Source: an optimization exercise on an open RTL-to-GDS flow (aim: small area, a short achievable clock period and few clock cycles). Production flows keep margins and buffers that such runs may drop. In this exercise RTL edits were held to simulation tests only and were not proved equivalent to the original. Power is estimated from default activity; no workload was simulated.

==> flow/design.v <==
module mammal (
      input clk,
      input rst,
      input [15:0] data_in,
      output logic [15:0] data_out,
      output logic [11:0] address,
      output memwt,
      input INT,
      output logic intack
);
logic [11:0] pc;
logic [15:0] ir;
logic xv;                  
logic zeroflag, intflag;
logic [15:0] regbank [7:0];
localparam S_RUN=3'd0, S_IRET2=3'd1, S_INT1=3'd2, S_INT2=3'd3, S_INT3=3'd4, S_HALT=3'd5;
logic [2:0] st;
localparam OP_NOP=4'd0, OP_LDI=4'd1, OP_LD=4'd2, OP_ST=4'd3, OP_JZ=4'd4, OP_JMP=4'd5,
           OP_ALU=4'd7, OP_PUSH=4'd8, OP_POP=4'd9, OP_CALL=4'd10, OP_RET=4'd11,
           OP_STI=4'd12, OP_CLI=4'd13, OP_IRET=4'd14;
wire [3:0] xop = ir[15:12];
wire run = (st == S_RUN);
wire x_ldi  = run & xv & (xop == OP_LDI);
wire x_ld   = run & xv & (xop == OP_LD);
wire x_st   = run & xv & (xop == OP_ST);
wire x_jz   = run & xv & (xop == OP_JZ);     
wire x_jmp  = run & xv & (xop == OP_JMP);    
wire x_alu  = run & xv & (xop == OP_ALU);
wire x_push = run & xv & (xop == OP_PUSH);
wire x_pop  = run & xv & (xop == OP_POP);
wire x_call = run & xv & (xop == OP_CALL);
wire x_ret  = run & xv & (xop == OP_RET);
wire x_sti  = run & xv & (xop == OP_STI);
wire x_cli  = run & xv & (xop == OP_CLI);
wire x_iret = run & xv & (xop == OP_IRET);
wire s_iret2 = (st == S_IRET2);
wire s_int1 = (st == S_INT1);
wire s_int2 = (st == S_INT2);
wire s_int3 = (st == S_INT3);
wire x_mem = x_ldi | x_ld | x_st | x_push | x_pop | x_call | x_ret | x_iret;
wire jz_taken = x_jz & zeroflag;             
wire int_point = x_ldi | x_ld | x_st | x_jmp | jz_taken | x_alu | x_push | x_pop |
                 x_call | x_ret | x_sti | s_iret2;
wire take_int = int_point & intflag & INT;
wire fetch = run & ~x_mem & ~jz_taken & ~take_int;
wire [3:0] fop = data_in[15:12];
wire f_jmp  = (fop == OP_JMP) | ((fop == OP_JZ) & zeroflag & ~x_alu);
wire f_jzp  = (fop == OP_JZ) & x_alu;        
wire f_halt = (fop == 4'd6) | (fop == 4'd15);
wire f_none = (fop == OP_NOP) | ((fop == OP_JZ) & ~zeroflag & ~x_alu);
wire [15:0] ra = regbank[ir[8:6]];
wire [15:0] rb = regbank[ir[5:3]];
wire [15:0] sp = regbank[7];
wire [11:0] sp_inc = sp[11:0] + 12'd1;
wire [11:0] boff = fetch ? data_in[11:0] : ir[11:0];
wire [11:0] btarget = pc + boff + {11'd0, fetch};
logic [15:0] result;
always_comb
case (ir[11:9])
3'h0: result = ra + rb;
3'h1: result = ra - rb;
3'h2: result = ra & rb;
3'h3: result = ra | rb;
3'h4: result = ra ^ rb;
3'h7: case (ir[8:6])
      3'h0: result = {15'd0, ~|rb};
      3'h1: result = rb;
      3'h2: result = rb + 16'd1;
      3'h3: result = rb - 16'd1;
      default: result = 16'h0000;
      endcase
default: result = 16'h0000;
endcase
wire wr_en = x_alu | x_ldi | x_ld | x_pop;
wire [15:0] wdata = x_alu ? result : data_in;
wire sp_dec = x_push | x_call | s_int1 | s_int2;
wire sp_inc_en = x_pop | x_ret | x_iret | s_iret2;
always_ff @(posedge clk) begin
    for (int i = 0; i < 7; i++)
        if (wr_en && ir[2:0] == 3'(i)) regbank[i] <= wdata;
    if (wr_en && ir[2:0] == 3'd7) regbank[7] <= wdata;
    else if (sp_dec) regbank[7] <= sp - 16'd1;
    else if (sp_inc_en) regbank[7] <= sp + 16'd1;
end
always_ff @(posedge clk) begin
    if (rst) begin
        st <= S_RUN;
        xv <= 1'b0;
        pc <= 12'd0;
        zeroflag <= 1'b0;
        intflag <= 1'b0;
    end else begin
        if (x_alu) zeroflag <= ~|result;
        if (x_iret) zeroflag <= data_in[0];
        if (x_sti) intflag <= 1'b1;
        if (x_cli | s_int1) intflag <= 1'b0;
        case (st)
        S_RUN: begin
            if (fetch) begin
                ir <= (fop == OP_JZ && f_jmp) ? {OP_JMP, data_in[11:0]} : data_in;
                xv <= ~f_none & ~f_halt;
                if (f_halt) st <= S_HALT;
                if (f_jmp) pc <= btarget;
                else pc <= pc + 12'd1;
            end else begin
                xv <= 1'b0;
                if (x_ldi) pc <= pc + 12'd1;
                if (x_call | jz_taken) pc <= btarget;
                if (x_ret) pc <= data_in[11:0];
                if (x_iret) st <= S_IRET2;
            end
            if (take_int) st <= S_INT1;
        end
        S_IRET2: begin
            pc <= data_in[11:0];
            st <= take_int ? S_INT1 : S_RUN;
        end
        S_INT1: st <= S_INT2;
        S_INT2: begin
            ir[11:0] <= data_in[11:0] + 12'h7f0;
            st <= S_INT3;
        end
        S_INT3: begin
            pc <= data_in[11:0];
            st <= S_RUN;
        end
        default: st <= S_HALT;
        endcase
    end
end
always_comb begin
    if (x_ld | x_st) address = rb[11:0];
    else if (x_push | x_call | s_int1 | s_int2) address = sp[11:0];
    else if (x_pop | x_ret | x_iret | s_iret2) address = sp_inc;
    else if (s_int3) address = ir[11:0];
    else address = pc;
end
assign memwt = x_st | x_push | x_call | s_int1 | s_int2;
assign intack = s_int2;
always_comb begin
    if (x_call | s_int1) data_out = {4'b0, pc};
    else if (s_int2) data_out = {15'b0, zeroflag};
    else data_out = ra;
end
endmodule
==> flow/run.sh <==
#!/bin/bash
# synth_recipe.tcl (not shown) runs the flow's synth.tcl, then flattens the netlist and writes it again
# the make line also repeats each setting of config.mk as NAME=value (left out here)
make -C /OpenROAD-flow-scripts/flow DESIGN_CONFIG=/design/flow/config.mk WORK_HOME=/design/flow/orfs CLKGATE_MAP_FILE= SYNTH_SCRIPT=/design/flow/synth_recipe.tcl finish
==> flow/config.mk <==
export PLATFORM = sky130hd
export DESIGN_NAME = mammal
export DESIGN_NICKNAME = mammal
export VERILOG_FILES = /design/flow/design.v
export SDC_FILE = /design/flow/constraint.sdc
export NUM_CORES = 4
export LEC_CHECK = 0
export CAP_MARGIN = 20
export CORE_MARGIN = 2
export CORE_UTILIZATION = 40
export SLEW_MARGIN = 20
==> flow/constraint.sdc <==
create_clock -name core_clock -period 6.0 [get_ports {clk}]
set_input_delay 1.2000 -clock core_clock [delete_from_list [all_inputs] [get_ports {clk}]]
set_output_delay 1.2000 -clock core_clock [all_outputs]
set_load 0.01 [all_outputs]
==> summary.txt, run 1 <==
run status complete, no violations; WL met2 21.87 mm; Finished Core Util 0.4557; Pleak 5.804 nW; clock sink count 162; fin crit period 5.647 ns; P&R area growth vs syn 12.40%; Synth Register Bits 162; reg2reg start ir[4]$_DFFE_PP_; Final setup viols 0; R2R Path End regbank[7][14]$_DFFE_PP_; DR top layer met4; startpoint types flop; crit end category flop; die height 188.1 µm; Max-Cap Viols 0; HP Class reg2reg; FFs w/ async S/R, synth 0; GRT Total Usage 0.2763; grt total ovfl 0; Hold Crit Endpoint xv$_SDFFE_PP0N_; Worst path depth 16; crit path kind reg2reg; count of input and output buffers 48; Worst-path clk slew 0.08 ns; Synth Area per Inst 9.052 µm²; Slew HR 0.3826; cell count after synthesis 1498; maximum clock frequency 177.1 MHz; register area share after synthesis 0.3455; setup slack, reg-to-reg 0.35 ns; drt initial violations 1634; final hold vios 0; Worst EP arrival 5.86 ns; share of layout cells above drive strength 1 0.1037; Critical path buffers and inverters 1; CTS tree built; Initial Utilization 0.4054; Least-Margin Pin Slew 0.9261 ns; fin. max-slew vios 0; Setup Fix Bufs, Post-CTS 0; Post-synth top flop edfxtp_1; r2r worst-path depth 16; Final Power 0.007657 W; WL met3 4.566 mm; Synth cell types 85; vias in the first global route 11607; crit path cell chain inv_1 -> nand2_1 -> o22ai_2 -> nand3_1 -> nor4_2 -> a21oi_1 -> xnor2_1 -> ha_1 -> o2111ai_1 -> o21ai_0 -> a31oi_1 -> o21ai_0 -> xor2_1 -> a221oi_1 -> o21ai_0 -> mux2_2; CTS max path bufs 2; Core Area 33450 µm²; period utilization 0.9412; nets 1643; Post-Route WL 49.23 mm; critical path required time 6.21 ns; row count 67; Vias 12540; H-tree depth 4; Via density 6.298; post-route cell area 15240 µm²; Worst VDD drop 299.5 µV; Power Density 502.4 nW/µm²; drt wl/cell 24.73 µm; drt drc 0; Slowest cell on crit path edfxtp_1; EDFF count, synth 144; diode count 0; router iterations before antenna repair 6; delay-heaviest family, CP compound AO/OA/AOI/OAI gates; clk latency of the worst-skew pair 0.45 ns; hold path start xv$_SDFFE_PP0N_; Syn. warnings 2; clk_skew 0.01578 ns; global-route wire length before repair 73.21 mm; CP peak stage delay 0.71 ns; initial antenna violation count 0; Post-Syn Nets 1611; critical path fanouts, max 18; cts bufs inserted 17; GPL Wtd Cong 0.9885; Cell Area, Placed 14660 µm²; root buffer cell clkbuf_16; Detailed Place HPWL 36.84 mm; io pins 49; most frequent CP cell o21ai_0; Die Area 35390 µm²; Die X 188.1 µm; met1 WL 21.19 mm; setup total negative slack 0 ns; largest net degree at the start of global routing 31; Min-Delay Path Depth 2; ANT nets after route 0; Synth Cell Area 13560 µm²; RSZ-0062 raised after global routing false
## cell families after synthesis
kind of cell	Yosys count	synth area share
buffers and inverters	155	0.04641
flip-flops	162	0.3455
XOR/XNOR	78	0.05038
adder cells (fa/ha/maj)	94	0.08950
AND/OR/NAND/NOR	470	0.1597
AO/OA/AOI/OAI	441	0.2193
multiplexers	98	0.08922
## state kept, by name (all words and copies together) (netlist names)
name      cells
zeroflag      1
intflag       1
ir           16
pc           12
xv            1
st            3
regbank     128
## Yosys cell counts (32+ instances only)
cell type	instances	area, µm²
ha_1	89	1114
nand3_1	34	170.2
inv_1	60	225.2
clkbuf_1	64	240.2
nor3_1	32	160.2
xor2_1	33	289.0
o21ai_0	88	440.4
nand2_1	150	563.0
mux2i_1	59	590.6
edfxtp_1	144	4324
xnor2_1	45	394.1
nor2_1	151	566.8
a21oi_1	117	585.6
## timing repair
action / 4_1_cts / 5_1_grt
hold buffers: 0 / 0
setup endpoints to repair: 0 / 1
resized for setup: 0 / 1
## worst register-to-register path, cell delays in order, from the launching register on
cell and delay (ns):
edfxtp_1 0.71, inv_1 0.24, nand2_1 0.39, o22ai_2 0.57
nand3_1 0.26, nor4_2 0.48, a21oi_1 0.18, xnor2_1 0.16
ha_1 0.36, o2111ai_1 0.15, o21ai_0 0.29, a31oi_1 0.17
o21ai_0 0.22, xor2_1 0.09, a221oi_1 0.36, o21ai_0 0.39
mux2_2 0.40
## layout make-up
type | instances | area [µm²]
Multi-Input combinational cell | 1181 | 8274
Tap cell | 448 | 560.5
Timing Repair Buffer | 106 | 915.9
Clock inverter | 15 | 148.9
Fill cell | 3234 | 18210
Sequential cell | 162 | 4684
Clock buffer | 17 | 425.4
Inverter | 62 | 232.7
## per-stage QoR
| stage | worst slack [ns] | hold WS [ns] | instances |
|---|---|---|---|
| after floorplan | 1.246 | 0.4564 | 1498 |
| after global placement | 0.5826 | 0.4676 | 1959 |
| after detailed placement | 0.4235 | 0.4854 | 1959 |
| after CTS | 0.3951 | 0.4973 | 1991 |
| after global routing | 0.06116 | 0.5600 | 1991 |
| final | 0.3529 | 0.4947 | 1991 |
## layout by cell type, fill, tap and decap left out, types with 20 or more instances in the layout
master             n
a211oi_1          25
mux2_2            22
edfxtp_1         144
nor3_1            30
o22ai_1           21
clkdlybuf4s50_1   48
nand3_1           34
ha_1              89
a21oi_1          117
nand2_1          150
a221oi_1          29
mux2i_1           59
buf_4             58
o21ai_0           85
nor2_1           150
xnor2_1           45
inv_1             60
nand2b_1          20
xor2_1            33
## worst max-delay path by stage
stage | from | endpoint | slack [ns]
2_1_floorplan | st[0]$_SDFFE_PP0P_ | pc[10]$_SDFFE_PP0P_ | 1.25
3_3_place_gp | ir[4]$_DFFE_PP_ | regbank[7][13]$_DFFE_PP_ | 0.58
3_5_place_dp | ir[4]$_DFFE_PP_ | regbank[7][13]$_DFFE_PP_ | 0.42
4_1_cts | ir[4]$_DFFE_PP_ | regbank[7][15]$_DFFE_PP_ | 0.40
5_1_grt | ir[4]$_DFFE_PP_ | regbank[7][13]$_DFFE_PP_ | 0.06
6_report | ir[4]$_DFFE_PP_ | regbank[7][14]$_DFFE_PP_ | 0.35
## metal layers
metal / up-vias / track usage
met5: - / 0
met4: 0 / 0.1012
met3: 93 / 0.05409
met2: 680 / 0.4222
met1: 6070 / 0.3878
li1: 5697 / -
## where the power goes
group	switching (W)	internal (W)	total (W)
registers	0.000260	0.00141	0.00167
clock network	0.000516	0.000584	0.00110
logic	0.00291	0.00197	0.00488
Testbench counts, summed over its fixed seeds: cycles 108,649.
==> run 2: changes to the inputs <==
--- a/flow/design.v
+++ b/flow/design.v
@@ -53,5 +53,23 @@
 wire [15:0] sp = regbank[7];
-wire [11:0] sp_inc = sp[11:0] + 12'd1;
-wire [11:0] boff = fetch ? data_in[11:0] : ir[11:0];
-wire [11:0] btarget = pc + boff + {11'd0, fetch};
+wire sp_dn = x_push | x_call | s_int1 | s_int2;
+logic [15:0] sp_t;
+always_comb begin
+    sp_t[0] = 1'b1;
+    for (int i = 1; i < 16; i++) sp_t[i] = sp_t[i-1] & (sp[i-1] ^ sp_dn);
+end
+wire [15:0] sp_pm = sp ^ sp_t;
+wire use_din = (fetch & f_jmp) | s_int2;
+wire use_ir = jz_taken | x_call;
+wire [11:0] boff = use_din ? data_in[11:0] : (use_ir ? ir[11:0] : 12'd0);
+wire pcin = fetch | x_ldi;
+wire [12:0] psum = {pc, 1'b1} + {boff, pcin};
+wire [11:0] pc_add = psum[12:1];
+wire alu_add = (ir[11:9] == 3'h0);
+wire alu_sub = (ir[11:9] == 3'h1);
+wire alu_inc = (ir[11:9] == 3'h7) & (ir[8:6] == 3'h2);
+wire alu_dec = (ir[11:9] == 3'h7) & (ir[8:6] == 3'h3);
+wire [15:0] ax = (alu_add | alu_sub) ? ra : {16{alu_dec}};
+wire [15:0] by = alu_sub ? ~rb : rb;
+wire acin = alu_sub | alu_inc;
+wire [16:0] asum = {ax, 1'b1} + {by, acin};
 logic [15:0] result;
@@ -59,4 +77,3 @@
 case (ir[11:9])
-3'h0: result = ra + rb;
-3'h1: result = ra - rb;
+3'h0, 3'h1: result = asum[16:1];
 3'h2: result = ra & rb;
@@ -67,4 +84,3 @@
       3'h1: result = rb;
-      3'h2: result = rb + 16'd1;
-      3'h3: result = rb - 16'd1;
+      3'h2, 3'h3: result = asum[16:1];
       default: result = 16'h0000;
@@ -75,4 +91,3 @@
 wire [15:0] wdata = x_alu ? result : data_in;
-wire sp_dec = x_push | x_call | s_int1 | s_int2;
-wire sp_inc_en = x_pop | x_ret | x_iret | s_iret2;
+wire sp_en = sp_dn | x_pop | x_ret | x_iret | s_iret2;
 always_ff @(posedge clk) begin
@@ -81,4 +96,3 @@
     if (wr_en && ir[2:0] == 3'd7) regbank[7] <= wdata;
-    else if (sp_dec) regbank[7] <= sp - 16'd1;
-    else if (sp_inc_en) regbank[7] <= sp + 16'd1;
+    else if (sp_en) regbank[7] <= sp_pm;
 end
@@ -102,8 +116,6 @@
                 if (f_halt) st <= S_HALT;
-                if (f_jmp) pc <= btarget;
-                else pc <= pc + 12'd1;
+                pc <= pc_add;
             end else begin
                 xv <= 1'b0;
-                if (x_ldi) pc <= pc + 12'd1;
-                if (x_call | jz_taken) pc <= btarget;
+                if (x_ldi | x_call | jz_taken) pc <= pc_add;
                 if (x_ret) pc <= data_in[11:0];
@@ -117,5 +129,8 @@
         end
-        S_INT1: st <= S_INT2;
+        S_INT1: begin
+            pc <= 12'h7f0;
+            st <= S_INT2;
+        end
         S_INT2: begin
-            ir[11:0] <= data_in[11:0] + 12'h7f0;
+            pc <= pc_add;
             st <= S_INT3;
@@ -133,5 +148,4 @@
     else if (x_push | x_call | s_int1 | s_int2) address = sp[11:0];
-    else if (x_pop | x_ret | x_iret | s_iret2) address = sp_inc;
-    else if (s_int3) address = ir[11:0];
-    else address = pc;
+    else if (x_pop | x_ret | x_iret | s_iret2) address = sp_pm[11:0];
+        else address = pc;
 end
==> run 2 against run 1 <==
Sequential power grew 2%; cell count decreased by 13%; fmax decreased by 1.0%; final area fell by 9.7%; total power shrank 17%; non-clock buffer count up 8; die area shrank 11%; clock power hardly changed; sequential share of layout area increased by 3.3 points; combinational power shrank 27%; hold slack improved by 0.045 ns; clock skew shrank 0.0041 ns; critical path type is now reg2out.
==> summary.txt, run 2 <==
most common cell after layout, fill and taps aside edfxtp_1; diode count 0 (unchanged); Worst-path clk slew 0.07 ns (was 0.08 ns); Synth Area per Inst 9.398 µm² (was 9.052 µm²); Die Area 31600 µm² (was 35390 µm²); row count 63 (was 67); grt total ovfl 0 (unchanged); CTS tree built (unchanged); H-tree depth 4 (unchanged); top cells by area in the synthesized netlist edfxtp_1, ha_1, a21oi_1, mux2i_1, nor2_1 (was edfxtp_1, ha_1, mux2i_1, a21oi_1, nor2_1); drt drc 0 (unchanged); post-synth top area share 0.3581 (was 0.3189); run status complete, no violations (unchanged); nets 1407 (was 1643); router iterations before antenna repair 8 (was 6); CP peak stage delay 0.78 ns (was 0.71 ns); Fin Hold WS 0.5395 ns (was 0.4947 ns); fin crit period 5.704 ns (was 5.647 ns); GPL Wtd Cong 0.9559 (was 0.9885); ANT nets after route 0 (unchanged); Worst EP arrival 4.50 ns (was 5.86 ns); cell count after synthesis 1285 (was 1498); DR top layer met4 (unchanged); drt wl/cell 25.62 µm (was 24.73 µm); critical path fanouts, max 17 (was 18); register area share after synthesis 0.3879 (was 0.3455); Post-Syn Nets 1365 (was 1611); final hold vios 0 (unchanged); Biggest register regbank (unchanged); clk latency of the worst-skew pair 0.45 ns (about the same); Slowest cell on crit path or4b_1 (was edfxtp_1); maximum clock frequency 175.3 MHz (was 177.1 MHz); critical path required time 4.80 ns (was 6.21 ns); Core Area 29720 µm² (was 33450 µm²); Top Registers regbank x128, ir x16, pc x12 (unchanged); Max-Cap Viols 0 (unchanged); RSZ-0062 raised after global routing false (unchanged); drt initial violations 1293 (was 1634); Synth Cell Area 12080 µm² (was 13560 µm²); FFs w/ async S/R, synth 0 (unchanged); Die X 177.8 µm (was 188.1 µm); delay-heaviest family, CP compound AO/OA/AOI/OAI gates (unchanged); share of layout cells above drive strength 1 0.1172 (was 0.1037); clock sink count 162 (unchanged); Least-Margin Pin Slew 1.096 ns (was 0.9261 ns); fin. max-slew vios 0 (unchanged); clk_skew 0.01170 ns (was 0.01578 ns); Worst VDD drop 251.2 µV (was 299.5 µV); root buffer cell clkbuf_16 (unchanged); Synth Register Bits 162 (unchanged); FF+latch area 4684 µm² (unchanged); GRT Total Usage 0.2827 (was 0.2763); io pins 49 (unchanged); HP Class reg2reg (unchanged); Pleak 5.140 nW (was 5.804 nW); vias in the first global route 10217 (was 11607); Fillers 2805 (was 3234); WL met3 4.149 mm (was 4.566 mm); Vias 10932 (was 12540); Setup Fix Bufs, Post-CTS 0 (unchanged); cts bufs inserted 17 (unchanged); crit path kind reg2out (was reg2reg); EDFF count, synth 144 (unchanged); area of the multi-input gates 6835 µm² (was 8274 µm²); Final setup viols 0 (unchanged); setup total negative slack 0 ns (unchanged); Initial Utilization 0.4064 (was 0.4054); WL met2 19.59 mm (was 21.87 mm); most frequent cells in the layout edfxtp_1, nand2_1, nor2_1 (was nor2_1, nand2_1, edfxtp_1); Post-synth top cells edfxtp_1, nor2_1, nand2_1, a21oi_1, o21ai_0 (was nor2_1, nand2_1, edfxtp_1, a21oi_1, ha_1); crit path cell chain or4b_1 -> o31a_2 -> nor3_2 -> mux2i_1 -> a21oi_2 -> o21ai_1 -> xor2_1 -> o21ai_0 -> a21boi_0 -> clkdlybuf4s50_1 (was inv_1 -> nand2_1 -> o22ai_2 -> nand3_1 -> nor4_2 -> a21oi_1 -> xnor2_1 -> ha_1 -> o2111ai_1 -> o21ai_0 -> a31oi_1 -> o21ai_0 -> xor2_1 -> a221oi_1 -> o21ai_0 -> mux2_2); Syn. warnings 2 (unchanged); Post-CTS Hold Fix Bufs 0 (unchanged); global-route wire length before repair 65.59 mm (was 73.21 mm); largest net degree at the start of global routing 27 (was 31); Post-synth top flop edfxtp_1 (unchanged); Power Density 460.5 nW/µm² (was 502.4 nW/µm²); initial antenna violation count 0 (unchanged); Slew HR 0.2619 (was 0.3826); die height 177.8 µm (was 188.1 µm); count of input and output buffers 48 (unchanged); P&R area growth vs syn 13.96% (was 12.40%); Detailed Place HPWL 33.07 mm (was 36.84 mm); met1 WL 18.63 mm (was 21.19 mm); period utilization 0.9506 (was 0.9412); Via density 6.319 (was 6.298); max FFs per register 128 (unchanged); CTS max path bufs 2 (unchanged); most common cell in the netlist edfxtp_1 (was nor2_1); crit end category output pin (was flop); Post-Route WL 44.33 mm (was 49.23 mm); Critical path buffers and inverters 1 (unchanged); Synth cell types 78 (was 85); startpoint types flop (unchanged); largest area contributor in the netlist edfxtp_1 (unchanged)
==> run 2: cell count changes in the layout (fill, tap and decap cells not counted), moves of 8 or more <==
cell	change
a21oi_1	-12
a221oi_1	-15
a22o_1	+9
a22oi_1	+10
a31oi_1	-13
buf_4	+8
ha_1	-30
mux2i_1	-12
nand2_1	-41
nand2b_1	+8
nand3_1	-17
nor2_1	-42
xor2_1	-10
==> run 2: through the flow <==
step	instances	setup slack [ns]	instance area [µm²]	power, W	utilization
after CTS	1730	0.2509	13760	0.006267	0.4631
after global routing	1730	0.06795	13760	0.006678	0.4631
final	1730	0.2962	13760	0.006337	0.4631
after detailed placement	1698	0.7659	13200	0.005177	0.4443
after global placement	1698	0.8156	13200	0.005167	0.4442
after floorplan	1285	1.363	12080	0.003901	-
==> run 2: kinds of logic after synthesis <==
family | count (synthesis) | share of synthesized area
compound gates | 400 | 0.2208
simple gates | 366 | 0.1441
buf+inv | 150 | 0.04942
mux | 84 | 0.08838
fa+ha+maj | 61 | 0.06444
flops | 162 | 0.3879
xor+xnor | 62 | 0.04496
==> run 2: final timing paths <==
check	start	end	slack, ns	depth (start not counted)
worst max-delay path	st[2]$_SDFFE_PP0P_	address[10]	0.30	10
worst min-delay path	intflag$_SDFFE_PP0P_	intflag$_SDFFE_PP0P_	0.54	2
worst max register to register	ir[6]$_DFFE_PP_	regbank[7][15]$_DFFE_PP_	0.69	18
worst min register to register	intflag$_SDFFE_PP0P_	intflag$_SDFFE_PP0P_	0.54	2
==> run 2: final cells by class <==
cell class	count	share of cell area
multi-input cells	973	0.4967
inverters	59	0.01609
repair buffers	114	0.07092
clock buffers	18	0.03118
clock inverters	14	0.009274
flip-flops and latches	162	0.3404
well taps	390	0.03546
==> run 2: worst register-to-register path, cell delays in order, from the launching register on <==
cell and delay (ns):
edfxtp_1 0.60, inv_1 0.35, nand2_1 0.36, nor2_1 0.18, a21oi_1 0.06, o221a_2 0.32
inv_1 0.15, a21oi_1 0.13, fa_1 0.44, a211oi_1 0.43, o21ai_0 0.17, o21ai_0 0.22
o311ai_0 0.19, buf_4 0.18, a41oi_1 0.25, xnor2_1 0.17, a21oi_1 0.09, a21oi_1 0.62
mux2_2 0.28
==> run 2: power breakdown <==
| group | internal (W) | switching (W) |
|---|---|---|
| logic | 0.00144 | 0.00210 |
| registers | 0.00141 | 0.000306 |
| clock network | 0.000578 | 0.000505 |
| total | 0.00343 | 0.00291 |
==> run 2: routing by layer <==
layer  vias to the layer above  track usage
met5                         -            0
met4                         0       0.1281
met3                       100      0.05163
met2                       599       0.4288
met1                      5315       0.3916
li1                       4918            -
==> run 2: timing repair <==
action,4_1_cts,5_1_grt
endpoints found under the hold margin,0,0
resized for setup,0,1
endpoints found under the setup margin,0,2
Testbench counts of run 2, summed over its fixed seeds: cycles 108,649.

## separate check: timing with driven ports
How much do the figures lean on ideal ports? The routed layouts below were timed once more, with nothing changed but the port constraints. Step 1: set_driving_cell puts a clkbuf_16 on clk and a buf_2 on each other input, an assumption about the parent block. Step 2, shift: input delay + t, output delay - t, t = (earliest + latest rising clock arrival at the registers) / 2. This alone moves slack from input paths to output paths. Slacks: no drivers / after step 1 / after step 2; pairs: no drivers / after step 1.
run	t, ns	slack for setup (ns)	hold WS [ns]	latest minus earliest clock arrival (ns)	worst register clock-pin slew, ns
run 1	0.499	0.353 / 0.353 / 0.353	0.495 / 0.495 / 0.495	0.016 / 0.016	0.08 / 0.08
run 2	0.493	0.296 / 0.245 / 0.686	0.539 / 0.539 / 0.539	0.012 / 0.012	0.07 / 0.07
After both steps every run listed still meets setup and hold.
